This is an optimization exercise on Yosys and OpenROAD, whose aim is small area and a short achievable clock period, not a production implementation. The RTL was checked by simulation tests, not by an equivalence proof against the original design. In runs 7 and 8 the design's own scripts or RTL, not TritonCTS, make the clock network. The clock input has no modelled driver; a real chip could not lean on it and would need a root buffer or a full tree.

==> flow/design.v, too long to show whole: its modules and the start of the top module <==
// module bw_fa: 4 lines
// module bw_ha: 4 lines
// module bw_booth_enc: 11 lines
// module baughWooleyArrayMultiplier: 2358 lines
// module mul32: 22 lines
module mul32 (
    input             clk,
    input      [31:0] a,
    input      [31:0] b,
    output reg [63:0] product
);
  // ...
==> flow/run.sh <==
#!/bin/bash
# synth_recipe.tcl (not shown) runs the flow's synth.tcl, then flattens the netlist and writes it again
# the make line also repeats each setting of config.mk as NAME=value (left out here)
make -C /OpenROAD-flow-scripts/flow DESIGN_CONFIG=/design/flow/config.mk WORK_HOME=/design/flow/orfs CLKGATE_MAP_FILE= SYNTH_SCRIPT=/design/flow/synth_recipe.tcl finish
==> flow/config.mk <==
export PLATFORM = sky130hd
export DESIGN_NAME = mul32
export DESIGN_NICKNAME = mul32
export VERILOG_FILES = /design/flow/design.v
export SDC_FILE = /design/flow/constraint.sdc
export NUM_CORES = 4
export LEC_CHECK = 0
export ABC_AREA = 1
export CAP_MARGIN = 20
export CORE_MARGIN = 2
export CORE_UTILIZATION = 40
export SLEW_MARGIN = 20
export SYNTH_HIERARCHICAL = 1
export SYNTH_MINIMUM_KEEP_SIZE = 0
==> flow/constraint.sdc <==
create_clock -name core_clock -period 30.0 [get_ports {clk}]
set_input_delay 6.0000 -clock core_clock [delete_from_list [all_inputs] [get_ports {clk}]]
set_output_delay 6.0000 -clock core_clock [all_outputs]
set_load 0.01 [all_outputs]
==> impl_metrics.ini, run 1 <==
[synthesis]
synth_edf_count = 0
synth_top_cell_by_area = fa_1
synthTopCellsByArea = fa_1 38%, xor2_1 19%, o22ai_1 13%

[final_layout]
sh_seq_area = 0.1098
stdcell_count = 3192
multiInputGateArea_mm2 = 0.02018
num-nonclk-inverters = 124
finish.utilization = 0.4390
drive_above_1_share = 0.07577
n_all_buffers = 193
mostFrequentLayoutCells = 550 x xor2_1, 496 x o22ai_1, 465 x fa_1
regMostFlops = product
syn_to_final_growth_pct = 9.006

[critical_path]
r2r-end = product[63]
setup.worst_path.end_class = output port

[floorplan]
taps = 790

[outcome]
status = complete, no violations

[run]
drv_cap = 0

[grt]
antenna_found_initial = 0
use_met3 = 0.08074
grt_max_degree = 35

[clocking]
clk_path_buf_depth = 2
cts_resized = 0
cts_buffers = 17

[detailed_routing]
drc = 0
num_vias = 20280

[sta]
worst_pin_slew_ns = 1.153
clock_skew_ns = 0.01916
rsz0062_at_grt = false

[placement]
pre_cts_slack_ns = 23.01
==> inputs of run 2 (changes only) <==
==> flow/flow/run.sh (new file) <==
#!/bin/bash
export BUFFER_PORTS_ARGS="-buffer_cell sky130_fd_sc_hd__buf_2"
cp standard.sh standard_copy.sh.txt 2>/dev/null
bash standard.sh > standard.log 2>&1
==> flow/standard.sh (new file) <==
#!/bin/bash
# synth_recipe.tcl (not shown) runs the flow's synth.tcl, then flattens the netlist and writes it again
# the make line also repeats each setting of config.mk as NAME=value (left out here)
make -C /OpenROAD-flow-scripts/flow DESIGN_CONFIG=/design/flow/config.mk WORK_HOME=/design/flow/orfs CLKGATE_MAP_FILE= SYNTH_SCRIPT=/design/flow/synth_recipe.tcl "${@:-finish}"
removed: flow/run.sh
==> run 2 against run 1 <==
Global-route usage decreased by 1.3 points; die area unchanged; wire length is 5.4% lower; cell count shrank 0.34%; synthesized cell count unchanged; still clean on timing, DRC and antenna; design area decreased by 2.6%; hold slack got worse by 0.028 ns; sequential share of layout area rose by 0.22 points; worst setup slack better by 0.33 ns; largest cell class unchanged; synthesized area stayed put.
==> impl_metrics.ini, run 2 <==
[critical_path]
worstSetupPathType = reg -> out
crit_start = product[7]
crit_arrival_ns = 1.02
r2r-end = product[55]
worstPathRequired_ns = 24.00
crit_chain = buf_2
path_depth = 1
slowest_delay_ns = 0.36
reg2reg_depth = 20
critPathMaxFanout = 1
path_buf_inv = 1
ff2ff_setup_slack_ns = 23.37
r2r-start = none_q[5]
setup.worst_path.end_class = output port
start_kind = register
critical-path-top-delay-family = flip-flops
cp_slowest_cell = dfxtp_1

[placement]
port_buffers = 128
dpl.hpwl_mm = 53.07
finalWeightedCongestion = 0.8569

[final_layout]
antenna_cells = 0
final_common_cell = xor2_1
nets = 3031
largest_reg_flops = 64
finish.utilization = 0.4275
regMostFlops = product
mostFrequentLayoutCells = 550 x xor2_1, 496 x o22ai_1, 465 x fa_1
syn_to_final_growth_pct = 6.161
largest_registers = product (64), na_q (32)
drive_above_1_share = 0.1188

[floorplan]
fp-row-count = 91
pin_count = 129
core_mm2 = 0.06137
fp.dieArea_mm2 = 0.06379
start_util = 0.4027
die_x_um = 252.6
die_h_um = 252.6

[grt]
grtUsageTotal = 0.2599
grt-ovfl-total = 0
antenna_found_initial = 1
grt_pass1_vias = 21180
grt_pass1_wl_mm = 125.8
grt_max_degree = 35

[clocking]
path_clk_slew_ns = 0.10
clk_path_buf_depth = 2
cts_buffers = 17
cts_hold_buf = 0
cts_resized = 0
clkSinkCount = 144
cts_tree = done
clockRootBuffer = clkbuf_16
h-tree-depth = 4
cts_setup_buffers = 0
clk_latency_ns = 0.52

[synthesis]
ys.flop_type = dfxtp_1
syn_nets = 3118
yosysWarnings = 7
postSynthCellCount = 2465
yosysTopAreaCellShare = 0.3767
synth_edf_count = 0
ys_types = 33
synth_commonest_cells = 550 x xor2_1, 496 x o22ai_1, 465 x fa_1
yosysSeqAreaShare = 0.1166
synth.most_common_cell = xor2_1
synth.avg_cell_area_um2 = 10.03
synth_top_cell_by_area = fa_1
synthArstFlopShare = 0
synthTopCellsByArea = fa_1 38%, xor2_1 19%, o22ai_1 13%
synthesis.area_mm2 = 0.02471
ys_ff_latch = 144

[detailed_routing]
postRouteAntennaNets = 0
viasPerCell = 6.216
dr.first_iter.drc_count = 2381
drc = 0
drt_pass1_iterations = 6
finalWirelength_mm = 81.63
num_vias = 19770
wl_per_cell_um = 25.66

[sta]
timing.setup.tns_ns = 0
min_period_ns = 7.022
setup_viol = 0
relSlewSlack = 0.2836
rsz0062_at_grt = false
worst_pin_slew_ns = 1.075
max_clock_freq_ghz = 0.1424
clock_skew_ns = 0.03112
slew_viol_final = 0
final.period_utilization = 0.2341
hold_viol_final = 0

[min_path]
hp-start = neg_q[0]
holdPathEnd = product[0]
hold_depth = 2
hp-class = reg -> reg

[outcome]
status = complete, no violations

[run]
drv_cap = 0
run 2: stage by stage:
stage	hold slack, ns	cells	cell area, um^2	setup slack (ns)
after global placement	0.8528	3149	25620	23.45
after CTS	0.8776	3181	26240	22.93
after global routing	0.8913	3181	26240	22.95
final	0.8810	3181	26240	22.98
after floorplan	0.5478	2465	24720	23.67
after detailed placement	0.8666	3149	25620	23.44
run 2: cell families (layout without fill, tap and decap cells):
logic type	count (synthesis)	after routing	synth area share
compound gates	571	571	0.1443
xor+xnor	574	574	0.2034
fa+ha+maj	588	588	0.4389
buf+inv	412	338	0.06672
flops	144	144	0.1166
simple gates	176	176	0.02997
run 2: area by class of cell:
class	count	area, um^2
Fill cell	5806	35130
Multi-Input combinational cell	1909	20180
Sequential cell	144	2939
Timing Repair Buffer	182	1046
Tap cell	790	988.4
Inverter	124	465.4
Clock buffer	17	425.4
Clock inverter	15	190.2
run 2: routing by layer:
layer	routed length, um	vias up	part of all wire	global-route usage
li1	-	8099	-	-
met1	31020	10000	0.38	0.3259
met2	38350	1379	0.47	0.4179
met3	8139	291	0.10	0.06035
met4	4097	2	0.050	0.1354
met5	16	-	0.00020	0
run 2: worst max path at each step:
stage	slack (ns)	to
final	22.98	product[7]
after global placement	23.45	ntwo_q[7]
after detailed placement	23.44	product[55]
after global routing	22.95	product[7]
after CTS	22.93	product[7]
after floorplan	23.67	product[0]
run 2: modules after synthesis (local to each module, per instance):
module	flops+latches	times used
bw_booth_enc	0	1
mul32	144	1
bw_ha	0	61
baughWooleyArrayMultiplier	0	1
bw_fa	0	434
==> inputs of run 3 (changes only) <==
==> flow/flow/run.sh (replaced) <==
#!/bin/bash
export BUFFER_PORTS_ARGS="-buffer_cell sky130_fd_sc_hd__buf_2"
bash standard.sh > standard.log 2>&1
==> run 3 against run 2 <==
Core utilization unchanged; sequential share of layout area unchanged; critical endpoint unchanged; synthesized cell count unchanged; die area unchanged; register-to-register slack about the same; clock-buffer cell count unchanged.
==> impl_metrics.ini, run 3 <==
[outcome]
status = complete, no violations

[sta]
rsz0062_at_grt = false
hold_viol_final = 0
worst_pin_slew_ns = 1.075
min_period_ns = 7.022
setup_viol = 0
holdWs_ns = 0.8810
clock_skew_ns = 0.03112
worst_slack_ns = 22.98
final.period_utilization = 0.2341
slew_viol_final = 0
relSlewSlack = 0.2836
timing.setup.tns_ns = 0
max_clock_freq_ghz = 0.1424

[grt]
antenna_found_initial = 1
use_met3 = 0.06035
grtUsageMet1 = 0.3259
grt_pass1_vias = 21180
grt_util_met2 = 0.4179
grtUsageTotal = 0.2599
grt-ovfl-total = 0
grt_max_degree = 35
grt-busiest-layer = met2
grt_pass1_wl_mm = 125.8

[clocking]
clockRootBuffer = clkbuf_16
cts_hold_buf = 0
clk_path_buf_depth = 2
clkSinkCount = 144
h-tree-depth = 4
cts_buffers = 17
cts_setup_buffers = 0
path_clk_slew_ns = 0.10
clk_latency_ns = 0.52
cts_resized = 0
cts_tree = done

[floorplan]
fp.dieArea_mm2 = 0.06379
pin_count = 129
start_util = 0.4027
die_x_um = 252.6
core_mm2 = 0.06137
die_h_um = 252.6
fp-row-count = 91

[critical_path]
setup.worst_path.end_class = output port
crit_arrival_ns = 1.02
crit_chain = buf_2
critPathMaxFanout = 1
cp_slowest_cell = dfxtp_1
critical-path-top-delay-family = flip-flops
worstPathRequired_ns = 24.00
path_buf_inv = 1
r2r-start = none_q[5]
crit_start = product[7]
worstSetupPathType = reg -> out
slowest_delay_ns = 0.36
start_kind = register

[final_layout]
largest_registers = product (64), na_q (32)
multiInputGateArea_mm2 = 0.02018
mostFrequentLayoutCells = 550 x xor2_1, 496 x o22ai_1, 465 x fa_1
nets = 3031
nFillCells = 5806
stdcell_count = 3181
register_area_mm2 = 0.002939
stdcell_area_mm2 = 0.02624
final_common_cell = xor2_1
syn_to_final_growth_pct = 6.161
regMostFlops = product
largest_reg_flops = 64
finish.utilization = 0.4275
drive_above_1_share = 0.1188
antenna_cells = 0

[placement]
port_buffers = 128
dpl.hpwl_mm = 53.07
dp.cells = 3149
finalWeightedCongestion = 0.8569
pre_cts_slack_ns = 23.44
dpl_cell_area_mm2 = 0.02562

[detailed_routing]
wl_per_cell_um = 25.66
finalWirelength_mm = 81.63
dr.first_iter.drc_count = 2381
drt_pass1_iterations = 6
postRouteAntennaNets = 0
num_vias = 19770
viasPerCell = 6.216
drc = 0

[synthesis]
synthTopCellsByArea = fa_1 38%, xor2_1 19%, o22ai_1 13%
ys_types = 33
yosysWarnings = 7
ys_ff_latch = 144
syn_nets = 3118
postSynthCellCount = 2465
yosysTopAreaCellShare = 0.3767
synthArstFlopShare = 0
ys.flop_type = dfxtp_1
synth.most_common_cell = xor2_1
synth_edf_count = 0
yosysSeqAreaShare = 0.1166
synth_commonest_cells = 550 x xor2_1, 496 x o22ai_1, 465 x fa_1
synth.avg_cell_area_um2 = 10.03
synthesis.area_mm2 = 0.02471
synth_top_cell_by_area = fa_1

[run]
drv_cap = 0

[min_path]
hp-start = neg_q[0]
hp-class = reg -> reg
[run 3: Yosys stat by module, one instance, submodules excluded]
module                      copies in the design  cells inside  cell area (um^2)
baughWooleyArrayMultiplier                     1          1686             11700
bw_booth_enc                                   1           108             559.3
bw_fa                                        434             1             20.02
bw_ha                                         61             1             12.51
mul32                                          1           176              3003
[run 3: kinds of logic after synthesis]
kind of cell    count (synthesis)  share of synthesized area
fa+ha+maj                     588                     0.4389
xor+xnor                      574                     0.2034
compound gates                571                     0.1443
buf+inv                       412                    0.06672
simple gates                  176                    0.02997
flops                         144                     0.1166
[run 3: layout make-up]
class | instances | area share
clock buffer | 17 | 0.01621
clock inverter | 15 | 0.007248
inverter | 124 | 0.01774
multi-input combinational | 1909 | 0.7692
sequential | 144 | 0.1120
tap | 790 | 0.03767
timing repair buffer | 182 | 0.03987
[run 3: path summary, 6_finish.rpt]
path                 end  slack [ns]  cells after the start
max           product[7]       22.98                      1
max reg2reg  product[55]       23.37                     20
min reg2reg   product[0]        0.88                      2
min           product[0]        0.88                      2
[run 3: per-layer routing]
| metal | part of all wire | wire, um |
|---|---|---|
| met1 | 0.38 | 31020 |
| met2 | 0.47 | 38350 |
| met3 | 0.10 | 8139 |
| met4 | 0.050 | 4097 |
| met5 | 0.00020 | 16 |
[run 3: worst min-delay path, stage by stage, from the launching register on]
cell     delay, ns
dfxtp_2       0.31
buf_4         0.29
xnor2_1       0.22
==> inputs of run 4 (changes only) <==
==> flow/flow/run.sh (replaced) <==
#!/bin/bash
export BUFFER_PORTS_ARGS="-buffer_cell sky130_fd_sc_hd__buf_2"
export CTS_ARGS="-sink_clustering_enable -repair_clock_nets -dont_use_dummy_load -sink_clustering_size 24 -sink_clustering_max_diameter 100 -buf_list sky130_fd_sc_hd__clkbuf_16"
bash standard.sh > standard.log 2>&1
==> run 4 against run 3 <==
Wire length about the same; critical path depth stayed put; die area stayed put; clock skew is 0.0090 ns higher; core utilization is 0.31 points lower; synthesized area unchanged; non-clock buffer count is the same; largest cell class unchanged; highest routed layer unchanged.
==> impl_metrics.ini, run 4 <==
[synthesis]
synth.avg_cell_area_um2 = 10.03
yosysWarnings = 7
postSynthCellCount = 2465
synthTopCellsByArea = fa_1 38%, xor2_1 19%, o22ai_1 13%
ys_ff_latch = 144
yosysSeqAreaShare = 0.1166
ys_types = 33
synth_commonest_cells = 550 x xor2_1, 496 x o22ai_1, 465 x fa_1
ys.flop_type = dfxtp_1
yosysTopAreaCellShare = 0.3767
syn_nets = 3118
synthArstFlopShare = 0
synth_edf_count = 0
synth_top_cell_by_area = fa_1
synthesis.area_mm2 = 0.02471
synth.most_common_cell = xor2_1

[floorplan]
core_mm2 = 0.06137
fp-row-count = 91
pin_count = 129
die_h_um = 252.6
start_util = 0.4027
die_x_um = 252.6
fp.dieArea_mm2 = 0.06379

[critical_path]
worstSetupPathType = reg -> out
crit_arrival_ns = 1.01
r2r-start = none_q[5]
slowest_delay_ns = 0.36
r2r-end = product[55]
path_buf_inv = 1
endpoint = product[7]
crit_start = product[7]
path_depth = 1
crit_chain = buf_2
ff2ff_setup_slack_ns = 23.36
reg2reg_depth = 22
cp_slowest_cell = dfxtp_1
setup.worst_path.end_class = output port
critical-path-top-delay-family = flip-flops
start_kind = register
critPathMaxFanout = 1
worstPathRequired_ns = 24.00

[detailed_routing]
drc = 0
num_vias = 19690
dr.first_iter.drc_count = 2476
drt_pass1_iterations = 7
finalWirelength_mm = 81.56
wl_per_cell_um = 25.76
postRouteAntennaNets = 0
viasPerCell = 6.220

[grt]
antenna_found_initial = 1
grt_pass1_wl_mm = 125.6
grt_pass1_vias = 21110
grt_max_degree = 35
grt-ovfl-total = 0
grtUsageTotal = 0.2599

[final_layout]
largest_registers = product (64), na_q (32)
drive_above_1_share = 0.1132
mostFrequentLayoutCells = 550 x xor2_1, 496 x o22ai_1, 465 x fa_1
nets = 3031
finish.utilization = 0.4244
final_common_cell = xor2_1
largest_reg_flops = 64
antenna_cells = 0
regMostFlops = product
stdcell_count = 3166
syn_to_final_growth_pct = 5.392
stdcell_area_mm2 = 0.02605

[clocking]
cts_setup_buffers = 0
clockRootBuffer = clkbuf_16
clk_latency_ns = 0.50
cts_hold_buf = 0
cts_tree = done
path_clk_slew_ns = 0.07
cts_resized = 0
clkSinkCount = 144
cts_buffers = 17
h-tree-depth = 4
clk_path_buf_depth = 2

[run]
drv_cap = 0

[placement]
finalWeightedCongestion = 0.8569
pre_cts_slack_ns = 23.44
port_buffers = 128
dpl_cell_area_mm2 = 0.02562
dp.cells = 3149
dpl.hpwl_mm = 53.07

[sta]
clock_skew_ns = 0.04011
final.period_utilization = 0.2336
hold_viol_final = 0
worst_pin_slew_ns = 1.048
relSlewSlack = 0.3012
holdWs_ns = 0.8795
timing.setup.tns_ns = 0
min_period_ns = 7.008
setup_viol = 0
max_clock_freq_ghz = 0.1427
slew_viol_final = 0
rsz0062_at_grt = false
worst_slack_ns = 22.99

[outcome]
status = complete, no violations

[min_path]
hp-start = neg_q[0]
hp-class = reg -> reg
run 4: layout make-up:
class / instances / area, um^2
Clock buffer: 17 / 425.4
Sequential cell: 144 / 2939
Multi-Input combinational cell: 1909 / 20180
Fill cell: 5828 / 35320
Timing Repair Buffer: 182 / 1046
Tap cell: 790 / 988.4
Inverter: 124 / 465.4
run 4: worst min-delay path: cells and delay by family (launching register included):
kind	cells	cell delay (ns)
xor+xnor	1	0.22
buf+inv	1	0.28
flops	1	0.31
run 4: cell families (layout without fill, tap and decap cells):
group,count (synthesis),in the layout,share of synthesized area
adders and majority gates,588,588,0.4389
xor gates and xnor gates,574,574,0.2034
AOI/OAI and AO/OA,571,571,0.1443
buffers and inverters,412,323,0.06672
and+or+nand+nor,176,176,0.02997
DFF,144,144,0.1166
run 4: worst min path at each step:
stage                 endpoint  cells after the start
detailed placement  product[0]                      2
floorplan           product[0]                      2
finish              product[0]                      2
global route        product[0]                      2
CTS                 product[0]                      2
global placement    product[0]                      2
run 4: per-module statistics from Yosys, one instance, submodules excluded:
module / flops+latches / cells inside / cell area [um^2] / copies in the design
baughWooleyArrayMultiplier: 0 / 1686 / 11700 / 1
bw_booth_enc: 0 / 108 / 559.3 / 1
bw_fa: 0 / 1 / 20.02 / 434
bw_ha: 0 / 1 / 12.51 / 61
mul32: 144 / 176 / 3003 / 1
run 4: per-layer routing:
| metal | global-route usage | vias to the layer above | part of all wire |
|---|---|---|---|
| met1 | 0.3281 | 9995 | 0.38 |
| met4 | 0.1354 | 2 | 0.047 |
| met5 | 0 | - | 0.00020 |
| met3 | 0.05767 | 259 | 0.10 |
| met2 | 0.4173 | 1359 | 0.47 |
| li1 | - | 8076 | - |
==> inputs of run 5 (changes only) <==
--- a/flow/config.mk
+++ b/flow/config.mk
@@ -8,7 +8,7 @@
 export ABC_AREA = 1
 export CAP_MARGIN = 20
 export CORE_MARGIN = 2
-export CORE_UTILIZATION = 40
+export CORE_UTILIZATION = 65
 export SLEW_MARGIN = 20
 export SYNTH_HIERARCHICAL = 1
 export SYNTH_MINIMUM_KEEP_SIZE = 0
==> run 5 against run 4 <==
Flip-flop and latch count did not move; cell count shrank 8.8%; global-route usage grew 17 points; die area shrank 38%; critical path type unchanged; still clean on timing, DRC and antenna; maximum frequency is 0.84% higher; register-to-register slack lost 0.25 ns; synthesized cell count unchanged; clock-buffer cell count is the same; hold slack improved by 0.048 ns.
==> impl_metrics.ini, run 5 <==
[floorplan]
pin_count = 129
core_mm2 = 0.03758
fp.dieArea_mm2 = 0.03960
die_x_um = 199.0
fp-row-count = 71
die_h_um = 199.0
start_util = 0.6577

[critical_path]
start_kind = register
worstPathRequired_ns = 24.00
cp_slowest_cell = dfxtp_1
crit_chain = buf_2
crit_start = product[58]
r2r-start = none_q[8]
slowest_delay_ns = 0.33
setup.worst_path.end_class = output port
crit_arrival_ns = 0.95
critPathMaxFanout = 1
critical-path-top-delay-family = flip-flops
path_buf_inv = 1
worstSetupPathType = reg -> out

[detailed_routing]
viasPerCell = 7.019
postRouteAntennaNets = 0
finalWirelength_mm = 82.37
num_vias = 20260
drt_pass1_iterations = 6
wl_per_cell_um = 28.54
dr.first_iter.drc_count = 2480
drc = 0

[clocking]
clockRootBuffer = clkbuf_16
cts_buffers = 17
cts_hold_buf = 0
clkSinkCount = 144
cts_tree = done
cts_setup_buffers = 0
cts_resized = 0
path_clk_slew_ns = 0.07
clk_path_buf_depth = 2
clk_latency_ns = 0.48
h-tree-depth = 4

[placement]
port_buffers = 128
dp.cells = 2868
dpl.hpwl_mm = 50.69
finalWeightedCongestion = 0.8712

[synthesis]
synth_top_cell_by_area = fa_1
yosysWarnings = 7
postSynthCellCount = 2465
yosysSeqAreaShare = 0.1166
ys.flop_type = dfxtp_1
synthesis.area_mm2 = 0.02471
yosysTopAreaCellShare = 0.3767
syn_nets = 3118
synth.avg_cell_area_um2 = 10.03
synth.most_common_cell = xor2_1
synth_edf_count = 0
ys_types = 33
synth_commonest_cells = 550 x xor2_1, 496 x o22ai_1, 465 x fa_1
ys_ff_latch = 144
synthTopCellsByArea = fa_1 38%, xor2_1 19%, o22ai_1 13%
synthArstFlopShare = 0

[min_path]
hp-start = neg_q[0]
hp-class = reg -> reg

[final_layout]
regMostFlops = product
drive_above_1_share = 0.1167
nets = 3029
nFillCells = 2975
mostFrequentLayoutCells = 550 x xor2_1, 496 x o22ai_1, 465 x fa_1
largest_reg_flops = 64
final_common_cell = xor2_1
largest_registers = product (64), na_q (32)
stdcell_count = 2886
syn_to_final_growth_pct = 3.979

[sta]
setup_viol = 0
slew_viol_final = 0
relSlewSlack = 0.2670
holdWs_ns = 0.9271
clock_skew_ns = 0.01620
timing.setup.tns_ns = 0
hold_viol_final = 0
max_clock_freq_ghz = 0.1439
worst_pin_slew_ns = 1.100
min_period_ns = 6.950
final.period_utilization = 0.2317
rsz0062_at_grt = false

[grt]
antenna_found_initial = 1
grt-ovfl-total = 0
grt_pass1_vias = 21630
grt_max_degree = 35
grtUsageTotal = 0.4309
grt_pass1_wl_mm = 126.3

[outcome]
status = complete, no violations

[run]
drv_cap = 0
run 5: changes by cell type in the layout (fill, tap and decap cells not counted):
| cell | before | now |
|---|---|---|
| dfxtp_1 | 99 | 89 |
| dfxtp_2 | 45 | 55 |
| buf_4 | 54 | 52 |
| diode_2 | 0 | 1 |
run 5: worst paths after layout:
check	to	slack, ns	cells past startpoint
max	product[58]	23.05	1
min	product[0]	0.93	2
max reg2reg	product[63]	23.11	24
min reg2reg	product[0]	0.93	2
run 5: kinds of logic after synthesis:
| kind of cell | after synthesis | share of synthesized area |
|---|---|---|
| XOR/XNOR | 574 | 0.2034 |
| AND/OR/NAND/NOR | 176 | 0.02997 |
| flip-flops | 144 | 0.1166 |
| adder cells (fa/ha/maj) | 588 | 0.4389 |
| AO/OA/AOI/OAI | 571 | 0.1443 |
| buffers and inverters | 412 | 0.06672 |
run 5: routing by layer:
| layer | wire (um) | vias to the layer above | part of all wire | global-route usage |
|---|---|---|---|---|
| met3 | 11680 | 368 | 0.14 | 0.1570 |
| met5 | 13 | - | 0.00016 | 0 |
| met2 | 36120 | 1725 | 0.44 | 0.6384 |
| met1 | 30580 | 10080 | 0.37 | 0.5607 |
| li1 | - | 8081 | - | - |
| met4 | 3980 | 2 | 0.048 | 0.2098 |
run 5: Yosys stat by module (local to each module, per instance):
module | area, um^2 | cells | flip-flops and latches | times used
baughWooleyArrayMultiplier | 11700 | 1686 | 0 | 1
bw_fa | 20.02 | 1 | 0 | 434
bw_booth_enc | 559.3 | 108 | 0 | 1
mul32 | 3003 | 176 | 144 | 1
bw_ha | 12.51 | 1 | 0 | 61
run 5: stage by stage:
stage / cell area (um^2) / worst slack, ns / util
after floorplan: 24720 / 23.67 / -
after global placement: 25270 / 23.42 / 0.6725
after detailed placement: 25270 / 23.34 / 0.6725
after CTS: 25700 / 23.03 / 0.6838
after global routing: 25700 / 22.98 / 0.6838
final: 25700 / 23.05 / 0.6839
run 5: cell type report:
class                           count  area (um^2)  share of cell area
Antenna cell                        1        2.502          0.00009738
Clock buffer                       17        425.4             0.01655
Inverter                          124        465.4             0.01811
Multi-Input combinational cell   1909        20180              0.7854
Sequential cell                   144         2952              0.1149
Tap cell                          511        639.4             0.02488
Timing Repair Buffer              180         1031             0.04012
run 5: worst register-to-register path, delay by kind of cell, from the launching register on:
kind | cells | cell delay [ns]
adder cells (fa/ha/maj) | 8 | 3.47
AND/OR/NAND/NOR | 11 | 1.16
flip-flops | 1 | 1.04
AO/OA/AOI/OAI | 3 | 0.68
XOR/XNOR | 2 | 0.47
==> inputs of run 6 (changes only) <==
==> flow/flow/run.sh (replaced) <==
#!/bin/bash
export BUFFER_PORTS_ARGS="-buffer_cell sky130_fd_sc_hd__buf_2"
export CTS_ARGS="-sink_clustering_enable -repair_clock_nets -dont_use_dummy_load"
export POST_CTS_TCL="$PWD/flow/clock_roots.tcl"
bash standard.sh > standard.log 2>&1
==> flow/flow/clock_roots.tcl (new file) <==
set block [ord::get_db_block]
set port_net [[$block findBTerm clk] getNet]
set roots {}
foreach it [$port_net getITerms] { lappend roots [$it getInst] }
if {[llength $roots] != 1} { error "clock_roots: expected one root buffer, found [llength $roots]" }
set root [lindex $roots 0]
set root_master [[$root getMaster] getName]
set root_out ""
foreach it [$root getITerms] {
  if {[$it isOutputSignal]} { set root_out [$it getNet] }
}
set leaves {}
foreach it [$root_out getITerms] {
  if {[$it isInputSignal]} { lappend leaves $it }
}
puts "clock_roots: root [$root getName] ($root_master) drives [llength $leaves] pins"
# split the leaves at the median x, then each half at its median y
proc loc {it} {
  set b [[$it getInst] getBBox]
  return [list [expr {([$b xMin] + [$b xMax]) / 2}] [expr {([$b yMin] + [$b yMax]) / 2}]]
}
set pts {}
foreach it $leaves { lappend pts [concat [loc $it] [list $it]] }
set pts [lsort -integer -index 0 $pts]
set h [expr {[llength $pts] / 2}]
set groups {}
foreach half [list [lrange $pts 0 [expr {$h - 1}]] [lrange $pts $h end]] {
  set half [lsort -integer -index 1 $half]
  set q [expr {[llength $half] / 2}]
  lappend groups [lrange $half 0 [expr {$q - 1}]] [lrange $half $q end]
}
set n 0
foreach g $groups {
  if {[llength $g] == 0} continue
  set sx 0; set sy 0
  foreach p $g { incr sx [lindex $p 0]; incr sy [lindex $p 1] }
  set cx [expr {$sx / [llength $g]}]
  set cy [expr {$sy / [llength $g]}]
  set bname "clkroot_$n"
  set nname "clkroot_net_$n"
  set inst [odb::dbInst_create $block [[ord::get_db] findMaster $root_master] $bname]
  set net [odb::dbNet_create $block $nname]
  $inst setLocation $cx $cy
  $inst setPlacementStatus PLACED
  $net setSigType CLOCK
  foreach p $g {
    set it [lindex $p 2]
    $it disconnect
    $it connect $net
  }
  foreach it [$inst getITerms] {
    if {[$it isOutputSignal]} { $it connect $net }
    if {[$it isInputSignal]} { $it connect $port_net }
  }
  puts "clock_roots: $bname at $cx $cy drives [llength $g] pins"
  incr n
}
odb::dbInst_destroy $root
odb::dbNet_destroy $root_out
detailed_placement
check_placement
estimate_parasitics -placement
--- a/flow/config.mk
+++ b/flow/config.mk
@@ -8,7 +8,7 @@
 export ABC_AREA = 1
 export CAP_MARGIN = 20
 export CORE_MARGIN = 2
-export CORE_UTILIZATION = 65
+export CORE_UTILIZATION = 40
 export SLEW_MARGIN = 20
 export SYNTH_HIERARCHICAL = 1
 export SYNTH_MINIMUM_KEEP_SIZE = 0
==> run 6 against run 5 <==
Highest routed layer is now met4; clock skew increased by 0.028 ns; design area is 1.7% higher; cell count up 9.8%; register-to-register slack better by 0.26 ns; sequential share of layout area is 0.23 points lower.
==> impl_metrics.ini, run 6 <==
[critical_path]
critPathMaxFanout = 1
critical-path-top-delay-family = flip-flops
path_buf_inv = 1
start_kind = register
slowest_delay_ns = 0.35
crit_chain = buf_2
ff2ff_setup_slack_ns = 23.37
setup.worst_path.end_class = output port
worstPathRequired_ns = 24.00
cp_slowest_cell = dfxtp_1
worstSetupPathType = reg -> out
r2r-start = none_q[5]
reg2reg_depth = 22
crit_arrival_ns = 0.81
r2r-end = product[55]

[detailed_routing]
drc = 0
wl_per_cell_um = 25.80
finalWirelength_mm = 81.76
drt_pass1_iterations = 5
num_vias = 19830
postRouteAntennaNets = 0
dr.first_iter.drc_count = 2358
viasPerCell = 6.258

[sta]
min_period_ns = 6.805
worst_pin_slew_ns = 1.095
clock_skew_ns = 0.04426
setup_viol = 0
rsz0062_at_grt = false
max_clock_freq_ghz = 0.1469
hold_viol_final = 0
slew_viol_final = 0
holdWs_ns = 0.8789
final.period_utilization = 0.2268
timing.setup.tns_ns = 0
relSlewSlack = 0.2697

[synthesis]
synthMuxAreaShare = 0
yosysTopAreaCellShare = 0.3767
syn_nets = 3118
synthArstFlopShare = 0
synthesis.area_mm2 = 0.02471
synth.most_common_cell = xor2_1
synthTopCellsByArea = fa_1 38%, xor2_1 19%, o22ai_1 13%
ys.flop_type = dfxtp_1
synth_xor_xnor_area_share = 0.2034
synth.avg_cell_area_um2 = 10.03
synth_edf_count = 0
ys_types = 33
synth_top_cell_by_area = fa_1
yosys.area_share.simple = 0.02997
yosysSeqAreaShare = 0.1166
yosysWarnings = 7
ys_ff_latch = 144
synth_top_family_by_area = adder cells
yosys.area_share.adder = 0.4389
synth_commonest_cells = 550 x xor2_1, 496 x o22ai_1, 465 x fa_1
synth_compound_area_frac = 0.1443
postSynthCellCount = 2465

[final_layout]
regMostFlops = product
multiInputGateArea_mm2 = 0.02018
nFillCells = 5818
drive_above_1_share = 0.1143
antenna_cells = 0
final_common_cell = xor2_1
syn_to_final_growth_pct = 5.696
register_area_mm2 = 0.002939
nets = 3034
largest_reg_flops = 64
mostFrequentLayoutCells = 550 x xor2_1, 496 x o22ai_1, 465 x fa_1
stdcell_area_mm2 = 0.02612
largest_registers = product (64), na_q (32)
finish.utilization = 0.4257

[grt]
grt-busiest-layer = met2
grt-ovfl-total = 0
grt_pass1_wl_mm = 125.9
grt_max_degree = 35
grt_util_met2 = 0.4185
grt_pass1_vias = 21150
use_met3 = 0.05046
antenna_found_initial = 0
grtUsageTotal = 0.2573
grtUsageMet1 = 0.3267

[min_path]
hp-class = reg -> reg
hp-start = neg_q[0]
holdPathEnd = product[0]
hold_depth = 2

[floorplan]
die_h_um = 252.6
pin_count = 129
core_mm2 = 0.06137
die_x_um = 252.6
fp-row-count = 91
start_util = 0.4027
fp.dieArea_mm2 = 0.06379

[run]
drv_cap = 0

[placement]
dpl_cell_area_mm2 = 0.02562
port_buffers = 128
dpl.hpwl_mm = 53.07
finalWeightedCongestion = 0.8569

[outcome]
status = complete, no violations

[clocking]
clk_latency_ns = 0.33
clkSinkCount = 144
path_clk_slew_ns = 0.07
## run 6: per-layer routing
metal | part of all wire | up-vias
met5 | 0 | -
met4 | 0.052 | 0
met3 | 0.10 | 295
met2 | 0.47 | 1432
met1 | 0.37 | 10020
li1 | - | 8089
## run 6: through the flow
stage                     std cells  setup slack [ns]
after floorplan                2465             23.67
after global placement         3149             23.45
after detailed placement       3149             23.44
after global routing           3169             23.12
final                          3169             23.19
## run 6: worst max-delay path by stage
stage	endpoint	depth (start not counted)	start	slack, ns
after floorplan	product[0]	0	product[0]	23.67
after global placement	ntwo_q[7]	3	b[13]	23.45
after detailed placement	product[55]	22	none_q[5]	23.44
after global routing	product[55]	22	none_q[5]	23.12
final	product[7]	1	product[7]	23.19
## run 6: final cells by class, clock buffers not listed
| class | count | share of cell area |
|---|---|---|
| flip-flops and latches | 144 | 0.1125 |
| plain buffers | 4 | 0.003832 |
| multi-input cells | 1909 | 0.7726 |
| well taps | 790 | 0.03784 |
| inverters | 124 | 0.01782 |
| repair buffers | 182 | 0.04004 |
## run 6: modules after synthesis (local to each module, per instance)
module / copies in the design / flip-flops and latches
baughWooleyArrayMultiplier: 1 / 0
bw_fa: 434 / 0
mul32: 1 / 144
bw_ha: 61 / 0
bw_booth_enc: 1 / 0
## run 6: logic make-up after synthesis
kind of cell	after synthesis
AND/OR/NAND/NOR	176
adder cells (fa/ha/maj)	588
XOR/XNOR	574
buffers and inverters	412
AO/OA/AOI/OAI	571
flip-flops	144
==> inputs of run 7 (changes only) <==
==> flow/flow/run.sh (replaced) <==
#!/bin/bash
export BUFFER_PORTS_ARGS="-buffer_cell sky130_fd_sc_hd__buf_2"
export CTS_ARGS="-sink_clustering_enable -repair_clock_nets -dont_use_dummy_load"
export POST_CTS_TCL="$PWD/flow/clock_inv.tcl"
bash standard.sh > standard.log 2>&1
==> flow/flow/clock_inv.tcl (new file) <==
# Clock tree rework, run after CTS. CTS builds one root buffer that drives
# every leaf buffer across the die. Here the clock port instead drives up to
# four root inverters, one per quadrant of the leaves, and each leaf buffer
# becomes an inverter: every register's clock still passes through the same
# two stages (now inverting twice), keeping the tree balanced, with about
# half the insertion delay. Leaf clusters and flip-flops are left as CTS
# made them.
set root_cell sky130_fd_sc_hd__clkinv_16
set leaf_cell sky130_fd_sc_hd__clkinv_8
set block [ord::get_db_block]
set port_net [[$block findBTerm clk] getNet]
set roots {}
foreach it [$port_net getITerms] { lappend roots [$it getInst] }
if {[llength $roots] != 1} { error "clock_roots: expected one root buffer, found [llength $roots]" }
set root [lindex $roots 0]
set root_master [[$root getMaster] getName]
set root_out ""
foreach it [$root getITerms] {
  if {[$it isOutputSignal]} { set root_out [$it getNet] }
}
set leaves {}
foreach it [$root_out getITerms] {
  if {[$it isInputSignal]} { lappend leaves $it }
}
# every leaf must be a buffer whose output drives only flip-flop clock pins
foreach it $leaves {
  set li [$it getInst]
  if {![string match "*clkbuf*" [[$li getMaster] getName]]} { error "clock_roots: unexpected leaf [$li getName]" }
  foreach o [$li getITerms] {
    if {[$o isOutputSignal]} {
      foreach s [[$o getNet] getITerms] {
        if {[$s isInputSignal] && ![string match "*dfxtp*" [[[$s getInst] getMaster] getName]]} {
          error "clock_roots: leaf [$li getName] drives [[$s getInst] getName]"
        }
      }
    }
  }
}
puts "clock_roots: root [$root getName] ($root_master) drives [llength $leaves] pins"
# split the leaves at the median x, then each half at its median y
proc loc {it} {
  set b [[$it getInst] getBBox]
  return [list [expr {([$b xMin] + [$b xMax]) / 2}] [expr {([$b yMin] + [$b yMax]) / 2}]]
}
set pts {}
foreach it $leaves { lappend pts [concat [loc $it] [list $it]] }
set pts [lsort -integer -index 0 $pts]
set h [expr {[llength $pts] / 2}]
set groups {}
foreach half [list [lrange $pts 0 [expr {$h - 1}]] [lrange $pts $h end]] {
  set half [lsort -integer -index 1 $half]
  set q [expr {[llength $half] / 2}]
  lappend groups [lrange $half 0 [expr {$q - 1}]] [lrange $half $q end]
}
set n 0
foreach g $groups {
  if {[llength $g] == 0} continue
  set sx 0; set sy 0
  foreach p $g { incr sx [lindex $p 0]; incr sy [lindex $p 1] }
  set cx [expr {$sx / [llength $g]}]
  set cy [expr {$sy / [llength $g]}]
  set bname "clkroot_$n"
  set nname "clkroot_net_$n"
  set inst [odb::dbInst_create $block [[ord::get_db] findMaster $root_cell] $bname]
  set net [odb::dbNet_create $block $nname]
  $inst setLocation $cx $cy
  $inst setPlacementStatus PLACED
  $net setSigType CLOCK
  foreach p $g {
    set it [lindex $p 2]
    $it disconnect
    $it connect $net
  }
  foreach it [$inst getITerms] {
    if {[$it isOutputSignal]} { $it connect $net }
    if {[$it isInputSignal]} { $it connect $port_net }
  }
  puts "clock_roots: $bname at $cx $cy drives [llength $g] pins"
  incr n
}
# replace each leaf buffer by an inverter at the same place
set k 0
foreach it $leaves {
  set li [$it getInst]
  set in_net ""
  set out_net ""
  foreach t [$li getITerms] {
    if {[$t isInputSignal]} { set in_net [$t getNet] }
    if {[$t isOutputSignal]} { set out_net [$t getNet] }
  }
  set loc [$li getLocation]
  set ni [odb::dbInst_create $block [[ord::get_db] findMaster $leaf_cell] "clkleaf_$k"]
  $ni setLocation [lindex $loc 0] [lindex $loc 1]
  $ni setPlacementStatus PLACED
  odb::dbInst_destroy $li
  foreach t [$ni getITerms] {
    if {[$t isInputSignal]} { $t connect $in_net }
    if {[$t isOutputSignal]} { $t connect $out_net }
  }
  incr k
}
odb::dbInst_destroy $root
odb::dbNet_destroy $root_out
detailed_placement
check_placement
estimate_parasitics -placement
removed: flow/flow/clock_roots.tcl
==> run 7 against run 6 <==
Critical endpoint unchanged; clock skew is 0.0055 ns lower; synthesized area stayed put; global-route usage about the same; flip-flop and latch count stayed put; still clean; highest routed layer unchanged; first-iteration DRC count is 1.5% higher; design area shrank 0.46%.
==> impl_metrics.ini, run 7 <==
[placement]
finalWeightedCongestion = 0.8569
port_buffers = 128
dpl_cell_area_mm2 = 0.02562
dpl.hpwl_mm = 53.07

[grt]
grt-ovfl-total = 0
grt_pass1_vias = 21160
grt_max_degree = 35
antenna_found_initial = 1
grt_pass1_wl_mm = 125.9
grtUsageTotal = 0.2571

[critical_path]
path_depth = 1
slowest_delay_ns = 0.35
crit_arrival_ns = 0.66
reg2reg_depth = 22
r2r-start = none_q[5]
setup.worst_path.end_class = output port
endpoint = product[7]
crit_chain = buf_2
path_buf_inv = 1
crit_start = product[7]
critical-path-top-delay-family = flip-flops
r2r-end = product[55]
ff2ff_setup_slack_ns = 23.35
start_kind = register
cp_slowest_cell = dfxtp_1
worstSetupPathType = reg -> out
worstPathRequired_ns = 24.00
critPathMaxFanout = 1

[synthesis]
synth_top_cell_by_area = fa_1
ys.flop_type = dfxtp_1
postSynthCellCount = 2465
ys_ff_latch = 144
synthTopCellsByArea = fa_1 38%, xor2_1 19%, o22ai_1 13%
yosysSeqAreaShare = 0.1166
synth_edf_count = 0
synth.avg_cell_area_um2 = 10.03
synth.most_common_cell = xor2_1
yosysWarnings = 7
ys_types = 33
yosysTopAreaCellShare = 0.3767
synth_commonest_cells = 550 x xor2_1, 496 x o22ai_1, 465 x fa_1
synthesis.area_mm2 = 0.02471
syn_nets = 3118
synthArstFlopShare = 0

[final_layout]
nFillCells = 5837
regMostFlops = product
mostFrequentLayoutCells = 550 x xor2_1, 496 x o22ai_1, 465 x fa_1
final_common_cell = xor2_1
largest_reg_flops = 64
largest_registers = product (64), na_q (32)
syn_to_final_growth_pct = 5.209
drive_above_1_share = 0.1143
antenna_cells = 0
stdcell_area_mm2 = 0.02600
nets = 3034

[floorplan]
pin_count = 129
die_x_um = 252.6
fp.dieArea_mm2 = 0.06379
die_h_um = 252.6
start_util = 0.4027
core_mm2 = 0.06137
fp-row-count = 91

[clocking]
clk_latency_ns = 0.18
path_clk_slew_ns = 0.07
clkSinkCount = 144

[sta]
worst_pin_slew_ns = 1.096
setup_viol = 0
relSlewSlack = 0.2696
final.period_utilization = 0.2220
hold_viol_final = 0
timing.setup.tns_ns = 0
rsz0062_at_grt = false
slew_viol_final = 0
max_clock_freq_ghz = 0.1501
min_period_ns = 6.660
clock_skew_ns = 0.03876

[run]
drv_cap = 0

[detailed_routing]
viasPerCell = 6.200
postRouteAntennaNets = 0
wl_per_cell_um = 25.72
finalWirelength_mm = 81.51
num_vias = 19650
drc = 0
dr.first_iter.drc_count = 2394
drt_pass1_iterations = 7

[outcome]
status = complete, no violations

[min_path]
hp-class = reg -> reg
hp-start = neg_q[0]
run 7: how the worst min path moves through the flow:
stage / end / depth (start not counted)
detailed placement: product[0] / 2
finish: product[0] / 2
floorplan: product[0] / 2
global placement: product[0] / 2
global route: product[0] / 2
run 7: through the flow:
stage	hold slack [ns]	setup WS (ns)	util	std cells
floorplan	0.5478	23.67	-	2465
global placement	0.8528	23.45	0.4175	3149
detailed placement	0.8666	23.44	0.4175	3149
global route	0.8882	23.11	0.4237	3169
finish	0.8745	23.34	0.4237	3169
run 7: cell type report:
class | count | area [um^2] | area share
multi-input cells | 1909 | 20180 | 0.7762
repair buffers | 182 | 1046 | 0.04023
inverters | 144 | 845.8 | 0.03253
flip-flops and latches | 144 | 2939 | 0.1130
well taps | 790 | 988.4 | 0.03801
run 7: logic make-up after synthesis:
kind of cell | after synthesis | synth area share
XOR/XNOR | 574 | 0.2034
flip-flops | 144 | 0.1166
buffers and inverters | 412 | 0.06672
AND/OR/NAND/NOR | 176 | 0.02997
adder cells (fa/ha/maj) | 588 | 0.4389
AO/OA/AOI/OAI | 571 | 0.1443
run 7: routing by layer:
| metal | wire length (um) | vias up | global-route usage |
|---|---|---|---|
| met5 | 0 | - | 0 |
| met4 | 4185 | 0 | 0.1302 |
| met3 | 8300 | 290 | 0.05046 |
| met2 | 38340 | 1337 | 0.4188 |
| met1 | 30680 | 9946 | 0.3255 |
| li1 | - | 8074 | - |
run 7: per-module statistics from Yosys (local to each module, per instance):
module | cells inside | cell area (um^2)
baughWooleyArrayMultiplier | 1686 | 11700
bw_ha | 1 | 12.51
mul32 | 176 | 3003
bw_booth_enc | 108 | 559.3
bw_fa | 1 | 20.02
==> inputs of run 8 (changes only) <==
--- a/flow/config.mk
+++ b/flow/config.mk
@@ -8,7 +8,7 @@
 export ABC_AREA = 1
 export CAP_MARGIN = 20
 export CORE_MARGIN = 2
-export CORE_UTILIZATION = 40
+export CORE_UTILIZATION = 65
 export SLEW_MARGIN = 20
 export SYNTH_HIERARCHICAL = 1
 export SYNTH_MINIMUM_KEEP_SIZE = 0
==> run 8 against run 7 <==
Still clean on timing, DRC and antenna; global-route usage grew 17 points; synthesized cell count is the same; hold slack gained 0.063 ns; wire length grew 0.98%; cell count shrank 8.8%; critical path type is now reg -> reg.
==> impl_metrics.ini, run 8 <==
[outcome]
status = complete, no violations

[detailed_routing]
wl_per_cell_um = 28.49
dr.first_iter.drc_count = 2577
num_vias = 20260
finalWirelength_mm = 82.30
postRouteAntennaNets = 0
drt_pass1_iterations = 8
drc = 0
viasPerCell = 7.014

[synthesis]
synth_top_cell_by_area = fa_1
synthesis.area_mm2 = 0.02471
yosysWarnings = 7
synth_edf_count = 0
synth_commonest_cells = 550 x xor2_1, 496 x o22ai_1, 465 x fa_1
ys_types = 33
ys.flop_type = dfxtp_1
synth.most_common_cell = xor2_1
synthArstFlopShare = 0
yosysSeqAreaShare = 0.1166
yosysTopAreaCellShare = 0.3767
ys_ff_latch = 144
syn_nets = 3118
postSynthCellCount = 2465
synthTopCellsByArea = fa_1 38%, xor2_1 19%, o22ai_1 13%
synth.avg_cell_area_um2 = 10.03

[sta]
hold_viol_final = 0
rsz0062_at_grt = false
slew_viol_final = 0
worst_pin_slew_ns = 1.091
max_clock_freq_ghz = 0.1452
relSlewSlack = 0.2727
timing.setup.tns_ns = 0
final.period_utilization = 0.2296
setup_viol = 0
worst_slack_ns = 23.11
clock_skew_ns = 0.02139
min_period_ns = 6.889

[final_layout]
mostFrequentLayoutCells = 550 x xor2_1, 496 x o22ai_1, 465 x fa_1
largest_reg_flops = 64
drive_above_1_share = 0.1178
regMostFlops = product
nets = 3032
final_common_cell = xor2_1
syn_to_final_growth_pct = 3.797
stdcell_count = 2889
largest_registers = product (64), na_q (32)

[placement]
finalWeightedCongestion = 0.8712
dp.cells = 2868
dpl.hpwl_mm = 50.69
pre_cts_slack_ns = 23.34
port_buffers = 128

[critical_path]
critical-path-top-delay-family = adder cells
crit_arrival_ns = 6.95
r2r-start = none_q[8]
slowest_delay_ns = 1.03
worstSetupPathType = reg -> reg
r2r-end = product[63]
worstPathRequired_ns = 30.06
ff2ff_setup_slack_ns = 23.11
cpMostUsedCell = fa_1
start_kind = register
crit_chain = o22ai_1, xor2_1, ha_1, fa_1, fa_1, fa_1, fa_1, fa_1, ha_1, a21o_1, nor2_1, nand2_1, a21oi_1, nand2_4, nand2_4, nand2_4, nand2_2, nand2_2, nand2_2, nand2_2, nand2_1, nand2_1, fa_1, xnor2_1
reg2reg_depth = 24
critPathMaxFanout = 33
path_buf_inv = 0
setup.worst_path.end_class = register
cp_slowest_cell = dfxtp_2

[run]
drv_cap = 0

[min_path]
hp-start = neg_q[0]
hp-class = reg -> reg
holdPathEnd = product[0]
hold_depth = 2

[floorplan]
fp-row-count = 71
core_mm2 = 0.03758
start_util = 0.6577
pin_count = 129
die_x_um = 199.0
die_h_um = 199.0
fp.dieArea_mm2 = 0.03960

[clocking]
clk_latency_ns = 0.16
path_clk_slew_ns = 0.06
clkSinkCount = 144

[grt]
grt_pass1_vias = 21630
grtUsageTotal = 0.4273
grt-ovfl-total = 0
grt_max_degree = 35
antenna_found_initial = 2
grt_pass1_wl_mm = 126.4
-- run 8: cell types whose count changed in the layout (fill, tap and decap cells not counted) --
cell     change
buf_4        -2
diode_2      +1
dfxtp_1     -10
dfxtp_2     +10
-- run 8: worst min-delay path: cells and delay by family, from the launching register on --
kind / cells / cell delay (ns)
flops: 1 / 0.30
buf+inv: 1 / 0.31
xor+xnor: 1 / 0.24
-- run 8: worst max path at each step --
stage / slack, ns / depth (start not counted) / to / start
2_1_floorplan: 23.67 / 0 / product[0] / product[0]
3_3_place_gp: 23.42 / 25 / product[63] / neg_q[0]
3_5_place_dp: 23.34 / 24 / product[63] / na_q[20]
5_1_grt: 22.97 / 24 / product[63] / none_q[8]
6_report: 23.11 / 24 / product[63] / none_q[8]
-- run 8: layout make-up --
type	instances	area [um^2]
antenna	1	2.502
fill	2997	11920
inverter	144	845.8
multi-input combinational	1909	20180
sequential	144	2952
tap	511	639.4
timing repair buffer	180	1031
-- run 8: metrics by stage --
stage | util | instance area, um^2 | hold slack (ns)
3_3_place_gp | 0.6725 | 25270 | 0.8992
6_report | 0.6827 | 25650 | 0.9373
3_5_place_dp | 0.6725 | 25270 | 0.9021
2_1_floorplan | - | 24720 | 0.5478
5_1_grt | 0.6826 | 25650 | 0.9547
-- run 8: cell families (layout without fill, tap and decap cells) --
kind of cell / after synthesis / after routing / share of synthesized area
adder cells (fa/ha/maj): 588 / 588 / 0.4389
other: 0 / 1 / 0
flip-flops: 144 / 144 / 0.1166
XOR/XNOR: 574 / 574 / 0.2034
AO/OA/AOI/OAI: 571 / 571 / 0.1443
buffers and inverters: 412 / 324 / 0.06672
AND/OR/NAND/NOR: 176 / 176 / 0.02997
-- run 8: per-module statistics from Yosys, one instance, submodules excluded --
module / flops+latches / cells / times used
bw_fa: 0 / 1 / 434
bw_booth_enc: 0 / 108 / 1
baughWooleyArrayMultiplier: 0 / 1686 / 1
bw_ha: 0 / 1 / 61
mul32: 144 / 176 / 1
-- run 8: routing by layer --
layer  GRT usage  part of all wire
met2      0.6391              0.43
met3      0.1361              0.14
met4      0.2065             0.051
met5           0           0.00033
met1      0.5647              0.38

[separate check: timing with driven ports]
The results above use ideal ports. As a check the final layouts listed here were re-extracted and re-timed, cells and wires unchanged.
Step 1 (the two cells are an assumption about what drives the block):
set clk [get_ports {clk}]
set_driving_cell -lib_cell sky130_fd_sc_hd__clkbuf_16 $clk
set_driving_cell -lib_cell sky130_fd_sc_hd__buf_2 [delete_from_list [all_inputs] $clk]
Step 2 also shifts input and output timing later by t, the mid clock arrival at the registers, as if the neighbouring blocks saw the same clock.
Slacks: no drivers / after step 1 / after step 2; pairs: no drivers / after step 1.
run | shift t [ns] | slack for setup (ns) | worst setup path at the end | worst slew at a driven data input, ns | cell pins on the clock port's net
run 1 | 0.544 | 22.644 / 22.580 / 23.010 | input to register | 0.07 | 1
run 2 | 0.561 | 22.978 / 22.914 / 23.369 | register to register | 0.05 | 1
run 3 | 0.561 | 22.978 / 22.914 / 23.369 | register to register | 0.05 | 1
run 4 | 0.540 | 22.992 / 22.931 / 23.356 | register to register | 0.05 | 1
run 5 | 0.530 | 23.050 / 22.995 / 23.105 | register to register | 0.07 | 1
run 6 | 0.429 | 23.195 / 23.068 / 23.375 | register to register | 0.05 | 4
run 7 | 0.409 | 23.340 / 23.093 / 23.347 | register to register | 0.05 | 4
run 8 | 0.403 | 23.111 / 23.109 / 23.109 | register to register | 0.07 | 4
After both steps every run listed still meets setup and hold. The setup slack of run 8, which loses most, moves by -0.002 ns with the drivers and by -0.002 ns with both steps.
